Context: an optimization exercise on an open-source flow, tuned for a short achievable clock period and few clock cycles. The choices shown serve that exercise and are no tape-out recipe. Only simulation tests tie the RTL to the original design; equivalence was not proved. Power is estimated from default activity; no workload was simulated.

===== design/flow/constraint.sdc =====
create_clock -name core_clock -period 10.0 [get_ports {clk}]
set_input_delay 2.0000 -clock core_clock [delete_from_list [all_inputs] [get_ports {clk}]]
set_output_delay 2.0000 -clock core_clock [all_outputs]
set_load 0.01 [all_outputs]

===== design/flow/run.sh =====
#!/bin/bash
# synth_recipe.tcl (not shown) runs the flow's synth.tcl, then flattens the netlist and writes it again
# the make line also repeats each setting of config.mk as NAME=value (left out here)
make -C /OpenROAD-flow-scripts/flow DESIGN_CONFIG=/design/flow/config.mk WORK_HOME=/design/flow/orfs CLKGATE_MAP_FILE= SYNTH_SCRIPT=/design/flow/synth_recipe.tcl finish

===== design/flow/design.v =====
module program_counter(
    input clk,
    input rst,
    input enable,
    input [31:0] pc_in,
    output reg [31:0] pc_out
);
    always @(posedge clk or posedge rst) begin
        if (rst)
            pc_out <= 0;
        else if (enable)
            pc_out <= pc_in;
    end
endmodule
module pc_adder(
    input [31:0] pc_in,       
    output reg [31:0] pc_next 
);
    always @(*) begin
        pc_next = pc_in + 4;  
    end
endmodule
module Register_File(clk, rst, RegWrite,Rs1,Rs2, Rd,Write_data,read_data1, read_data2);
input clk, rst, RegWrite;
input [4:0] Rs1,Rs2, Rd;
input [31:0] Write_data;
output [31:0] read_data1, read_data2;
reg [31:0] Registers [31:0];
integer k;
always @(posedge clk) begin
if (rst) 
begin
      for (k = 0; k < 32; k = k + 1) begin
        Registers[k] = 32'b00;
      end
    end
    else if (RegWrite && Rd != 5'd0) begin
      Registers[Rd] = Write_data;
    end
  end
  assign read_data1 = (RegWrite && Rd != 5'd0 && Rd == Rs1) ? Write_data : Registers[Rs1];
  assign read_data2 = (RegWrite && Rd != 5'd0 && Rd == Rs2) ? Write_data : Registers[Rs2];
endmodule
module main_control_unit(
    input [6:0] opcode,          
    output reg RegWrite,         
    output reg MemRead,          
    output reg MemWrite,         
    output reg MemToReg,        
    output reg ALUSrc,                      
    output reg Branch,                        
    output reg [1:0] ALUOp       
);
    always @(*) begin
        case (opcode)
            7'b0110011:   
            begin  {ALUSrc, MemToReg, RegWrite, MemRead, MemWrite, Branch, ALUOp} <= {1'b0, 1'b0, 1'b1, 1'b0, 1'b0, 1'b0, 2'b10};end
            7'b0010011:    
            begin {ALUSrc, MemToReg, RegWrite, MemRead, MemWrite, Branch, ALUOp} <= {1'b1, 1'b0, 1'b1, 1'b0, 1'b0, 1'b0, 2'b01};end
            7'b0000011:    
            begin {ALUSrc, MemToReg, RegWrite, MemRead, MemWrite, Branch, ALUOp} <= {1'b1, 1'b1, 1'b1, 1'b1, 1'b0, 1'b0, 2'b00};end
            7'b0100011:    
            begin {ALUSrc, MemToReg, RegWrite, MemRead, MemWrite, Branch, ALUOp} <= {1'b1, 1'b0, 1'b0, 1'b0, 1'b1, 1'b0, 2'b00};end
            7'b1100011:    
            begin {ALUSrc, MemToReg, RegWrite, MemRead, MemWrite, Branch, ALUOp} <= {1'b0, 1'b0, 1'b0, 1'b0, 1'b0, 1'b1, 2'b11};end  
            7'b1101111:    
            begin  {ALUSrc, MemToReg, RegWrite, MemRead, MemWrite, Branch, ALUOp} <= {1'b0, 1'b0, 1'b1, 1'b0, 1'b0, 1'b0, 2'b10};end
            7'b0110111:    
            begin {ALUSrc, MemToReg, RegWrite, MemRead, MemWrite, Branch, ALUOp} <= {1'b0, 1'b0, 1'b1, 1'b0, 1'b0, 1'b0, 2'b10};end
            default: 
            begin {ALUSrc, MemToReg, RegWrite, MemRead, MemWrite, Branch, ALUOp} <= {1'b0, 1'b0, 1'b0, 1'b0, 1'b0, 1'b0, 2'b00};end  
        endcase
    end
endmodule
module immediate_generator(
    input [31:0] instruction,    
    output reg [31:0] imm_out   
);
    always @(*) begin
        case (instruction[6:0]) 
			7'b0010011: imm_out = {{20{instruction[31]}}, instruction[31:20]};  
            7'b0000011: imm_out = {{20{instruction[31]}}, instruction[31:20]};  
            7'b0100011: imm_out = {{20{instruction[31]}}, instruction[31:25], instruction[11:7]};  
            7'b1100011: imm_out = {{20{instruction[31]}}, instruction[7], instruction[30:25], instruction[11:8], 1'b0};  
            7'b0110111: imm_out = {instruction[31:12], 12'b0};  
			7'b0010111: imm_out = {instruction[31:12], 12'b0};  
            7'b1101111: imm_out = {{11{instruction[31]}}, instruction[19:12], instruction[20], instruction[30:21], 1'b0};  
            default: imm_out = 32'b0;  
        endcase
    end
endmodule
module ALU(
    input [31:0] A,             
    input [31:0] B,            
    input [3:0] ALUcontrol_In,          
    output reg [31:0] Result,   
    output reg Zero             
);
    always @(A or B or ALUcontrol_In) begin
        case (ALUcontrol_In)
            4'b0000: Result = A + B;           		 
            4'b0001: Result = A - B;           		 
            4'b0010: Result = A & B;           		 
            4'b0011: Result = A | B;           		 
            4'b0100: Result = A ^ B;           		 
            4'b0101: Result = A << B[4:0];     		 
            4'b0110: Result = A >> B[4:0];     		 
            4'b0111: Result = $signed(A) >>> B[4:0];     
            4'b1000: Result =($signed(A) < $signed(B)) ? 32'b1 : 32'b0;  
            default: Result = 32'b0;          		
        endcase
        case (ALUcontrol_In)
            4'b1000: Zero = (Result == 32'b1) ? 1 : 0;  
            default: Zero = (Result == 32'b0) ? 1 : 0;          		
        endcase
    end
endmodule
module ALU_Control(        
    input [2:0] funct3,         
    input [6:0]funct7,        
    input [1:0] ALUOp,          
    output reg [3:0] ALUcontrol_Out 
);
always @(*) begin
  casex ({ALUOp, funct7, funct3})
  12'b01_xxxxxxx_000 : ALUcontrol_Out <= 4'b0000;     
  12'b01_xxxxxxx_010 : ALUcontrol_Out <= 4'b1000;     
  12'b01_xxxxxxx_111 : ALUcontrol_Out <= 4'b0010;     
  12'b01_xxxxxxx_110 : ALUcontrol_Out <= 4'b0011;     
  12'b01_xxxxxxx_100 : ALUcontrol_Out <= 4'b0100;     
  12'b01_0000000_001 : ALUcontrol_Out <= 4'b0101;     
  12'b01_0000000_101 : ALUcontrol_Out <= 4'b0110;     
  12'b01_0100000_101 : ALUcontrol_Out <= 4'b0111;     
  12'b10_0000000_000 : ALUcontrol_Out <= 4'b0000;     
  12'b10_0100000_000 : ALUcontrol_Out <= 4'b0001;     
  12'b10_0000000_111 : ALUcontrol_Out <= 4'b0010;     
  12'b10_0000000_110 : ALUcontrol_Out <= 4'b0011;     
  12'b10_0000000_100 : ALUcontrol_Out <= 4'b0100;     
  12'b10_0000000_001 : ALUcontrol_Out <= 4'b0101;     
  12'b10_0000000_101 : ALUcontrol_Out <= 4'b0110;     
  12'b10_0100000_101 : ALUcontrol_Out <= 4'b0111;     
  12'b10_0000000_010 : ALUcontrol_Out <= 4'b1000;     
  12'b00_xxxxxxx_xxx : ALUcontrol_Out <= 4'b0000;     
  12'b11_0000000_000 : ALUcontrol_Out <= 4'b0001;     
  12'b11_0000000_100 : ALUcontrol_Out <= 4'b1000;     
  default: ALUcontrol_Out <= 4'b0000;
endcase
end
endmodule
module AND_logic (
    input branch,   
    input zero,
	input [1:0] ALUOp,
    output and_out   
);
    assign and_out = branch & zero;
endmodule
module Mux1 (
    input [31:0] A1,   
    input [31:0] B1,   
    input select1,          
    output [31:0] Mux1_out      
);
    assign Mux1_out = (select1) ? B1 : A1;  
endmodule
module Mux2 (
    input [31:0] A2,   
    input [31:0] B2,   
    input select2,          
    output [31:0] Mux2_out      
);
    assign Mux2_out = (select2) ? B2 : A2;  
endmodule
module Mux3 (
    input [31:0] A3,   
    input [31:0] B3,   
    input select3,          
    output [31:0] Mux3_out      
);
    assign Mux3_out = (select3) ? B3 : A3;  
endmodule
module Branch_Adder(
    input [31:0] PC,                    
    input [31:0] offset,                 
    output reg [31:0] branch_target     
);
    always @(*) begin
        branch_target <= PC + offset;  
    end
endmodule
module if_id (
    input clk,
    input rst,
    input enable,
	input flush,
    input [31:0] pc_in,
    input [31:0] instruction_in,
    output reg [31:0] pc_out,
    output reg [31:0] instruction_out
);
    always @(posedge clk or posedge rst) begin
        if (rst) begin
            pc_out <= 0;
            instruction_out <= 0;
        end else if (flush) begin
            pc_out <= 0;
            instruction_out <= 0;
        end else if (enable) begin
            pc_out <= pc_in;
            instruction_out <= instruction_in;
        end
    end
endmodule
module id_ex (
    input clk,
    input rst,
    input flush,
    input [31:0] pc_in, rs1_val_in, rs2_val_in, imm_in,
    input [4:0] rd_in, rs1_in, rs2_in,
    input [2:0] funct3_in,
    input [6:0] funct7_in,
    input RegWrite_in, MemRead_in, MemWrite_in, MemToReg_in, ALUSrc_in, Branch_in,
    input [1:0] ALUOp_in,
    output reg [31:0] pc_out, rs1_val_out, rs2_val_out, imm_out,
    output reg [4:0] rd_out, rs1_out, rs2_out,
    output reg [2:0] funct3_out,
    output reg [6:0] funct7_out,
    output reg RegWrite_out, MemRead_out, MemWrite_out, MemToReg_out, ALUSrc_out, Branch_out,
    output reg [1:0] ALUOp_out
);
    always @(posedge clk or posedge rst) begin
        if (rst) begin
            pc_out <= 0;
            rs1_val_out <= 0;
            rs2_val_out <= 0;
            imm_out <= 0;
            rd_out <= 0;
            rs1_out <= 0;
            rs2_out <= 0;
            funct3_out <= 0;
            funct7_out <= 0;
            RegWrite_out <= 0;
            MemRead_out <= 0;
            MemWrite_out <= 0;
            MemToReg_out <= 0;
            ALUSrc_out <= 0;
            Branch_out <= 0;
            ALUOp_out <= 0;
        end else if (flush) begin
            pc_out <= 0;
            rs1_val_out <= 0;
            rs2_val_out <= 0;
            imm_out <= 0;
            rd_out <= 0;
            rs1_out <= 0;
            rs2_out <= 0;
            funct3_out <= 0;
            funct7_out <= 0;
            RegWrite_out <= 0;
            MemRead_out <= 0;
            MemWrite_out <= 0;
            MemToReg_out <= 0;
            ALUSrc_out <= 0;
            Branch_out <= 0;
            ALUOp_out <= 0;
        end else begin
            pc_out <= pc_in;
            rs1_val_out <= rs1_val_in;
            rs2_val_out <= rs2_val_in;
            imm_out <= imm_in;
            rd_out <= rd_in;
            rs1_out <= rs1_in;
            rs2_out <= rs2_in;
            funct3_out <= funct3_in;
            funct7_out <= funct7_in;
            RegWrite_out <= RegWrite_in;
            MemRead_out <= MemRead_in;
            MemWrite_out <= MemWrite_in;
            MemToReg_out <= MemToReg_in;
            ALUSrc_out <= ALUSrc_in;
            Branch_out <= Branch_in;
            ALUOp_out <= ALUOp_in;
        end
    end
endmodule
module ex_mem (
    input clk,
    input rst,
    input [31:0] alu_result_in,
    input [31:0] rs2_val_in,
    input [4:0] rd_in,
    input [31:0] branch_target_in,
    input zero_in,
    input MemRead_in,
    input MemWrite_in,
    input MemToReg_in,
    input RegWrite_in,
    input Branch_in,
    output reg [31:0] alu_result_out,
    output reg [31:0] rs2_val_out,
    output reg [4:0] rd_out,
    output reg [31:0] branch_target_out,
    output reg zero_out,
    output reg MemRead_out,
    output reg MemWrite_out,
    output reg MemToReg_out,
    output reg RegWrite_out,
    output reg Branch_out
);
always @(posedge clk or posedge rst) begin
    if (rst) begin
        alu_result_out <= 0;
        rs2_val_out <= 0;
        rd_out <= 0;
        branch_target_out <= 0;
        zero_out <= 0;
        MemRead_out <= 0;
        MemWrite_out <= 0;
        MemToReg_out <= 0;
        RegWrite_out <= 0;
        Branch_out <= 0;
    end else begin
        alu_result_out <= alu_result_in;
        rs2_val_out <= rs2_val_in;
        rd_out <= rd_in;
        branch_target_out <= branch_target_in;
        zero_out <= zero_in;
        MemRead_out <= MemRead_in;
        MemWrite_out <= MemWrite_in;
        MemToReg_out <= MemToReg_in;
        RegWrite_out <= RegWrite_in;
        Branch_out <= Branch_in;
    end
end
endmodule
module mem_wb (
    input clk,
    input rst,
    input [31:0] alu_result_in,
    input [31:0] read_data_in,
    input [4:0] rd_in,
    input MemToReg_in,
    input RegWrite_in,
    output reg [31:0] alu_result_out,
    output reg [31:0] read_data_out,
    output reg [4:0] rd_out,
    output reg MemToReg_out,
    output reg RegWrite_out
);
always @(posedge clk or posedge rst) begin
    if (rst) begin
        alu_result_out <= 0;
        read_data_out <= 0;
        rd_out <= 0;
        MemToReg_out <= 0;
        RegWrite_out <= 0;
    end else begin
        alu_result_out <= alu_result_in;
        read_data_out <= read_data_in;
        rd_out <= rd_in;
        MemToReg_out <= MemToReg_in;
        RegWrite_out <= RegWrite_in;
    end
end
endmodule
module forwarding_unit (
    input  [4:0] id_ex_rs1,
    input  [4:0] id_ex_rs2,
    input  [4:0] ex_mem_rd,
    input        ex_mem_regwrite,
    input  [4:0] mem_wb_rd,
    input        mem_wb_regwrite,
    output reg [1:0] forward_a,
    output reg [1:0] forward_b
);
    always @(*) begin
        forward_a = 2'b00;
        forward_b = 2'b00;
        if (ex_mem_regwrite && (ex_mem_rd != 0) && (ex_mem_rd == id_ex_rs1))
            forward_a = 2'b10;
        else if (mem_wb_regwrite && (mem_wb_rd != 0) && (mem_wb_rd == id_ex_rs1))
            forward_a = 2'b01;
        if (ex_mem_regwrite && (ex_mem_rd != 0) && (ex_mem_rd == id_ex_rs2))
            forward_b = 2'b10;
        else if (mem_wb_regwrite && (mem_wb_rd != 0) && (mem_wb_rd == id_ex_rs2))
            forward_b = 2'b01;
    end
endmodule
module hazard_detection_unit (
    input  [4:0] id_ex_rd,
    input        id_ex_memread,
    input  [4:0] if_id_rs1,
    input  [4:0] if_id_rs2,
    output       stall_next
);
    assign stall_next = id_ex_memread &&
                        ((id_ex_rd != 0) && ((id_ex_rd == if_id_rs1) || (id_ex_rd == if_id_rs2)));
endmodule
module RISCV_Top(
    input         clk,
    input         rst,
    output [31:0] imem_addr,
    input  [31:0] imem_rdata,
    output [31:0] dmem_addr,
    output [31:0] dmem_wdata,
    output        dmem_we,
    output        dmem_re,
    input  [31:0] dmem_rdata
);
wire [31:0] pc_current, pc_next, pc_input, instr, imm;
wire [31:0] rs1_val, rs2_val, alu_in2, alu_result;
wire [31:0] branch_target, mem_read_data, wb_data;
wire [1:0] ALUOp;
wire [3:0] alu_ctrl;
wire [31:0] alu_input_1, alu_input_2;
wire [31:0] pc_ifid, instr_ifid;
wire [31:0] pc_idex, imm_idex, rs1_val_idex, rs2_val_idex;
wire [4:0] rd_idex, rs1_idex, rs2_idex;
wire [2:0] funct3_idex;
wire [6:0] funct7_idex;
wire RegWrite_idex, MemRead_idex, MemWrite_idex, MemToReg_idex, ALUSrc_idex, Branch_idex;
wire [1:0] ALUOp_idex;
wire [31:0] alu_result_exmem, rs2_val_exmem, branch_target_exmem;
wire [4:0] rd_exmem;
wire zero_exmem;
wire RegWrite_exmem, MemRead_exmem, MemWrite_exmem, MemToReg_exmem, Branch_exmem;
wire [31:0] alu_result_memwb, mem_read_data_memwb;
wire [4:0] rd_memwb;
wire RegWrite_memwb, MemToReg_memwb;
wire stall, load_use_stall, branch_load_stall, branch_taken;
wire RegWrite, MemRead, MemWrite, MemToReg, ALUSrc, Branch, zero;
wire [31:0] rs2_fwd;
wire [1:0] forward_a, forward_b;
wire [31:0] branch_rs1_val, branch_rs2_val;
program_counter PC(.clk(clk), .rst(rst), .enable(~stall), .pc_in(pc_input), .pc_out(pc_current));
pc_adder PC_ADD(.pc_in(pc_current), .pc_next(pc_next));
assign imem_addr = pc_current;
assign instr = imem_rdata;
if_id IF_ID(.clk(clk), .rst(rst), .enable(~stall), .flush(branch_taken), .pc_in(pc_current), .instruction_in(instr), .pc_out(pc_ifid), .instruction_out(instr_ifid));
Register_File RF(.clk(clk), .rst(rst), .RegWrite(RegWrite_memwb),
                 .Rs1(instr_ifid[19:15]), .Rs2(instr_ifid[24:20]), .Rd(rd_memwb),
                 .Write_data(wb_data), .read_data1(rs1_val), .read_data2(rs2_val));
immediate_generator IMM_GEN(.instruction(instr_ifid), .imm_out(imm));
main_control_unit CTRL(.opcode(instr_ifid[6:0]), .RegWrite(RegWrite), .MemRead(MemRead), .MemWrite(MemWrite),
                       .MemToReg(MemToReg), .ALUSrc(ALUSrc), .Branch(Branch), .ALUOp(ALUOp));
id_ex ID_EX(.clk(clk), .rst(rst), .flush(stall || branch_taken),
            .pc_in(pc_ifid), .rs1_val_in(rs1_val), .rs2_val_in(rs2_val), .imm_in(imm),
            .rd_in(instr_ifid[11:7]), .funct3_in(instr_ifid[14:12]), .funct7_in(instr_ifid[31:25]),
            .rs1_in(instr_ifid[19:15]), .rs2_in(instr_ifid[24:20]),
            .RegWrite_in(RegWrite), .MemRead_in(MemRead), .MemWrite_in(MemWrite),
            .MemToReg_in(MemToReg), .ALUSrc_in(ALUSrc), .Branch_in(Branch), .ALUOp_in(ALUOp),
            .pc_out(pc_idex), .rs1_val_out(rs1_val_idex), .rs2_val_out(rs2_val_idex),
            .imm_out(imm_idex), .rd_out(rd_idex), .funct3_out(funct3_idex), .funct7_out(funct7_idex),
            .rs1_out(rs1_idex), .rs2_out(rs2_idex),
            .RegWrite_out(RegWrite_idex), .MemRead_out(MemRead_idex), .MemWrite_out(MemWrite_idex),
            .MemToReg_out(MemToReg_idex), .ALUSrc_out(ALUSrc_idex), .Branch_out(Branch_idex), .ALUOp_out(ALUOp_idex));
ALU_Control ALU_CTRL(.funct3(funct3_idex), .funct7(funct7_idex), .ALUOp(ALUOp_idex), .ALUcontrol_Out(alu_ctrl));
Mux1 ALU_SRC_MUX(
  .A1(rs2_val_idex),
  .B1(imm_idex),
  .select1(ALUSrc_idex),
  .Mux1_out(alu_in2)
);
ALU ALU(.A(alu_input_1), .B(alu_input_2), .ALUcontrol_In(alu_ctrl), .Result(alu_result), .Zero(zero));
Branch_Adder BRANCH_ADD(.PC(pc_ifid), .offset(imm), .branch_target(branch_target));
ex_mem EX_MEM(.clk(clk), .rst(rst),
              .alu_result_in(alu_result), .rs2_val_in(rs2_fwd), .rd_in(rd_idex),
              .branch_target_in(branch_target), .zero_in(zero),
              .MemRead_in(MemRead_idex), .MemWrite_in(MemWrite_idex),
              .MemToReg_in(MemToReg_idex), .RegWrite_in(RegWrite_idex), .Branch_in(Branch_idex),
              .alu_result_out(alu_result_exmem), .rs2_val_out(rs2_val_exmem), .rd_out(rd_exmem),
              .branch_target_out(branch_target_exmem), .zero_out(zero_exmem),
              .MemRead_out(MemRead_exmem), .MemWrite_out(MemWrite_exmem),
              .MemToReg_out(MemToReg_exmem), .RegWrite_out(RegWrite_exmem), .Branch_out(Branch_exmem));
assign dmem_addr  = alu_result_exmem;
assign dmem_wdata = rs2_val_exmem;
assign dmem_we    = MemWrite_exmem;
assign dmem_re    = MemRead_exmem;
assign mem_read_data = MemRead_exmem ? dmem_rdata : 32'b0;
mem_wb MEM_WB(.clk(clk), .rst(rst),
              .alu_result_in(alu_result_exmem), .read_data_in(mem_read_data),
              .rd_in(rd_exmem), .RegWrite_in(RegWrite_exmem), .MemToReg_in(MemToReg_exmem),
              .alu_result_out(alu_result_memwb), .read_data_out(mem_read_data_memwb),
              .rd_out(rd_memwb), .RegWrite_out(RegWrite_memwb), .MemToReg_out(MemToReg_memwb));
Mux3 WB_MUX(.A3(alu_result_memwb), .B3(mem_read_data_memwb), .select3(MemToReg_memwb), .Mux3_out(wb_data));
forwarding_unit FU (
    .id_ex_rs1(rs1_idex),
    .id_ex_rs2(rs2_idex),
    .ex_mem_rd(rd_exmem),
    .ex_mem_regwrite(RegWrite_exmem),
    .mem_wb_rd(rd_memwb),
    .mem_wb_regwrite(RegWrite_memwb),
    .forward_a(forward_a),
    .forward_b(forward_b)
);
assign alu_input_1 = (forward_a == 2'b00) ? rs1_val_idex :
                     (forward_a == 2'b10) ? alu_result_exmem :
                     (forward_a == 2'b01) ? wb_data :
                     rs1_val_idex;
assign rs2_fwd     = (forward_b == 2'b10) ? alu_result_exmem :
                     (forward_b == 2'b01) ? wb_data :
                     rs2_val_idex;
assign alu_input_2 = (ALUSrc_idex == 1'b1) ? alu_in2 : rs2_fwd;
hazard_detection_unit HDU (
    .id_ex_rd(rd_idex),
    .id_ex_memread(MemRead_idex),
    .if_id_rs1(instr_ifid[19:15]),
    .if_id_rs2(instr_ifid[24:20]),
    .stall_next(load_use_stall)
);
assign branch_load_stall = Branch && MemRead_exmem && (rd_exmem != 0) &&
                           ((rd_exmem == instr_ifid[19:15]) || (rd_exmem == instr_ifid[24:20]));
assign stall = load_use_stall || branch_load_stall;
assign branch_rs1_val =
    (RegWrite_idex && rd_idex != 0 && rd_idex == instr_ifid[19:15]) ? alu_result :
    (RegWrite_exmem && rd_exmem != 0 && rd_exmem == instr_ifid[19:15]) ? alu_result_exmem :
    (RegWrite_memwb && rd_memwb != 0 && rd_memwb == instr_ifid[19:15]) ? wb_data :
    rs1_val;
assign branch_rs2_val =
    (RegWrite_idex && rd_idex != 0 && rd_idex == instr_ifid[24:20]) ? alu_result :
    (RegWrite_exmem && rd_exmem != 0 && rd_exmem == instr_ifid[24:20]) ? alu_result_exmem :
    (RegWrite_memwb && rd_memwb != 0 && rd_memwb == instr_ifid[24:20]) ? wb_data :
    rs2_val;
assign branch_taken = Branch && !stall && (branch_rs1_val == branch_rs2_val);
Mux2 NEXT_PC_MUX(.A2(pc_next), .B2(branch_target), .select2(branch_taken), .Mux2_out(pc_input));
endmodule

===== design/flow/config.mk =====
export PLATFORM = sky130hd
export DESIGN_NAME = RISCV_Top
export DESIGN_NICKNAME = RISCV_Top
export VERILOG_FILES = /design/flow/design.v
export SDC_FILE = /design/flow/constraint.sdc
export NUM_CORES = 4
export LEC_CHECK = 0
export CAP_MARGIN = 20
export CORE_MARGIN = 2
export CORE_UTILIZATION = 40
export PLACE_DENSITY = 0.6
export SLEW_MARGIN = 20

==> summary.txt <==
==> registers in the layout (all words and copies together) (netlist names), 7 cells and up <==
signal,cells
PC.pc_out,32
IF_ID.pc_out,32
EX_MEM.rs2_val_out,32
MEM_WB.alu_result_out,32
ID_EX.rs1_val_out,32
ID_EX.imm_out,32
ID_EX.funct7_out,7
ID_EX.rs2_val_out,32
MEM_WB.read_data_out,32
RF.Registers,1024
EX_MEM.alu_result_out,32
IF_ID.instruction_out,32
==> Yosys cell counts (all sizes together), types with 32 or more instances <==
library cell and number:
nor2 1296, o22ai 79, nand3 216, mux2 58
nand2 629, buf 202, edfxtp 1024, dfrtp 366
ha 129, inv 158, mux2i 199, a21oi 237
nor3 90, xor2 67, a22oi 38, a21o 58
o21ai 300, clkbuf 412, o31ai 68, o211ai 40
and2 117, xnor2 62, a31oi 51, and3 82
mux4 589, nor4 32, nand4 62, a211oi 40
==> power groups by stage <==
stage | clock [mW] | sequential [mW] | combinational (mW)
after floorplan | 0 | 6.87 | 2.52
after global placement | 0 | 7.10 | 4.42
after detailed placement | 0 | 7.12 | 4.41
after CTS | 5.88 | 7.00 | 4.43
after global routing | 6.10 | 7.03 | 4.75
final | 5.83 | 7.02 | 4.61
==> layout make-up <==
| type | instances | area (sq um) | area share (%) |
|---|---|---|---|
| Clock buffer | 203 | 4300 | 4.64 |
| Multi-Input combinational cell | 5014 | 39600 | 42.8 |
| Timing Repair Buffer | 442 | 3920 | 4.23 |
| Sequential cell | 1390 | 39900 | 43.1 |
| Inverter | 162 | 624 | 0.674 |
| Clock inverter | 93 | 852 | 0.920 |
| Tap cell | 2688 | 3360 | 3.63 |
| Antenna cell | 6 | 15.0 | 0.0162 |
==> cells by family (layout without fill, tap and decap cells) <==
kind of cell,after synthesis,count (layout)
AO/OA/AOI/OAI,1205,1205
XOR/XNOR,129,129
adder cells (fa/ha/maj),132,132
buffers and inverters,776,900
flip-flops,1390,1390
multiplexers,846,846
other,1,38
AND/OR/NAND/NOR,2670,2670
==> through the flow <==
step	cell area, sq um	util (%)	power (mW)	cells
finish	92600	45.4	17.5	9998
global route	92600	45.3	17.9	9992
CTS	92600	45.3	17.3	9991
detailed placement	87400	42.8	11.5	9695
global placement	87400	42.8	11.5	9695
floorplan	82100	-	9.39	7180
==> cell usage in the layout (no fill, tap or decap), types with 146 or more instances in the layout <==
| cell type | count |
|---|---|
| a21oi_1 | 236 |
| buf_4 | 262 |
| clkbuf_16 | 162 |
| clkdlybuf4s50_1 | 162 |
| dfrtp_1 | 355 |
| edfxtp_1 | 1024 |
| inv_1 | 146 |
| mux2i_1 | 167 |
| mux4_2 | 589 |
| nand2_1 | 591 |
| nand3_1 | 212 |
| nor2_1 | 1286 |
| o21ai_0 | 271 |
==> worst register-to-register path, delay by kind of cell (launching register included) <==
kind | cells | cell delay [ns]
adders and majority gates | 2 | 0.73
AOI/OAI and AO/OA | 13 | 4.17
buffers and inverters | 5 | 0.99
muxes | 1 | 0.39
xor gates and xnor gates | 1 | 0.19
DFF | 1 | 0.62
and+or+nand+nor | 7 | 1.88
==> worst paths after layout <==
kind                                        start               endpoint  slack (ns)
worst max-delay path             MEM_WB.rd_out[2]          PC.pc_out[14]        0.97
worst min-delay path            ID_EX.MemRead_out     EX_MEM.MemRead_out        0.36
worst max register to register   MEM_WB.rd_out[2]          PC.pc_out[14]        0.97
worst min register to register  ID_EX.MemRead_out     EX_MEM.MemRead_out        0.36
max in group asynchronous                     rst    EX_MEM.MemWrite_out        5.91
min in group asynchronous                     rst  ID_EX.rs1_val_out[28]        1.85
==> per-layer routing <==
metal / routed length (um) / vias up / global-route usage, %
met5: 103 / - / 0
met2: 159000 / 4701 / 51.4
met3: 41300 / 1104 / 8.58
met4: 27100 / 14 / 21.0
li1: - / 26800 / -
met1: 125000 / 33100 / 41.5
==> summary.md <==
| Metric | Value |
|---|---|
| Status | timing/DRC/antenna clean |
| Switch Pwr | 6.24 mW |
| HPWL Detailed | 238000 um |
| CP Data Arrival Time | 9.78 ns |
| Leak pwr | 35.5 nW |
| GRT overflow | 0 |
| Final worst path period share | 90.3% |
| RSZ-0062 raised after global routing | false |
| Worst Hold Depth | 0 |
| Critical path buffer and inverter count | 5 |
| Detail Route Antenna Nets | 0 |
| CP peak stage delay | 0.69 ns |
| Fin nets | 7366 |
| Clock latency (worst-skew pair) | 0.83 ns |
| CTS root buf | clkbuf_16 |
| Slew at the pin with the worst max-slew slack | 1.29 ns |
| Clk slew on worst S/H paths | 0.06 ns |
| Final GP Congestion | 1.05 |
| Internal Dissipation | 11.2 mW |
| Setup-failing EPs final | 0 |
| CTS buffer count | 158 |
| Post-Synthesis Cells | 7149 |
| Synth area leaders | edfxtp_1, mux4_2, dfrtp_1 |
| CP Data Required Time | 10.74 ns |
| Initial antenna violation count | 11 |
| Critical Path Fanout Max | 60 |
| Post-route worst setup slack | 0.965 ns |
| Hold slack | 0.362 ns |
| Final hold violation count | 0 |
| CTS HTree Levels | 4 |
| Max_slew headroom | 13.7% |
| Port-buffer cells | 163 |
| Vias in the first global route | 64100 |
| Fill cell count | 18700 |
| Post-synthesis xor/xnor area fraction | 1.38% |
| WS Path Type | register to register |
| Core area | 204000 sq um |
| Levels on crit path | 29 |
| Maximum VDD drop | 0.210 mV |
| TNS Setup | 0 ns |
| DRT Pass-1 Iters | 8 |
| Area share of fa/ha/maj cells after synthesis | 2.04% |
| Seq/Total Area, Yosys | 48.7% |
| Die area | 209000 sq um |
| Simple-gate share of the synthesized area | 14.2% |
| IO Count | 164 |
| Hold Buf Count CTS | 0 |
| Largest net degree at the start of global routing | 89 |
| Synth Cell Area | 82000 sq um |
| Post-CTS sizing | 0 |
| Comb pwr share | 26.4% |
| HP Class | register to register |
| Pre-CTS WS | 1.16 ns |
| Yosys reg bits | 1390 |
| First-pass GRT wire length | 493000 um |
| Routed len/inst | 35.2 um |
| Total GRT Usage | 33.2% |
| DR vias/cell | 6.57 |
| Layout cells sized above 1 | 18.9% |
| PD cells | 189 nW/um^2 |
| Distinct cells, synth | 114 |
| # DRC | 0 |
| Number of buffers added for setup after CTS | 0 |
| FMAX | 0.111 GHz |
| Detailed-route wire length | 352000 um |
| Row count | 166 |
| Total number of vias | 65700 |
| CP startpoint kind | register |
| Crit path time final | 9.03 ns |
| Chip height | 457 um |
| Asr flop ratio synth | 26.3% |
| Post-synthesis mux area share | 19.4% |
| Deepest clock path buffer count | 3 |
| Worst-case clock skew | 0.0695 ns |
| Reg power frac | 40.2% |
| Sw Share | 35.7% |
| Critical-path cell with the highest stage delay | a211oi_2 |
| Slew Viols, Final | 0 |
| Top Family by Delay on Critical Path | compound AO/OA/AOI/OAI gates |
| Die X | 457 um |
| Compound-Gate Fraction of Synth Area | 10.2% |
| Most used DFF post-synth | edfxtp_1 |
| Starting DRC count in detailed routing | 10100 |
| Count of flip-flops with a built-in enable after synthesis | 1024 |
| Synth Warn # | 13 |
| Max_cap viols | 0 |
| CTS tree | built |
| Main combinational cell family by area after synthesis | multiplexers |
| Area delta synth->final | 13.0% |
| Avg Inst Size Synth | 11.5 sq um |
| Reg2reg path depth | 29 |
| Starting density of the core | 40.1% |
| Clock network power share | 33.4% |
| CTS sink count | 1390 |
| CP endpoint kind | register |
| Area leader, netlist | edfxtp_1 |
| Synth top area share | 37.5% |
Testbench counts, summed over its fixed seeds: cycles 14,179.

## re-timing with driven ports
How much do the figures lean on ideal ports? The routed layout below was timed once more, with nothing changed but the port constraints. Step 1 sets driving cells, clkbuf_16 on the clock port and buf_2 on the other inputs (assumed; they add their load-dependent delay and slew). Step 2 also shifts input and output timing later by t, the mid clock arrival at the registers, as if the neighbouring blocks saw the same clock. Three values: ideal, step 1, step 2; two values: the first two.
t, ns: 0.881
slack for setup (ns): 0.965 / 0.965 / 0.965
latest minus earliest clock arrival (ns): 0.078 / 0.077
worst data-port slew with drivers (ns): 0.08
After both steps setup and hold are still met in this run. The setup slack of this run moves by 0.000 ns with the drivers and by 0.000 ns with both steps.
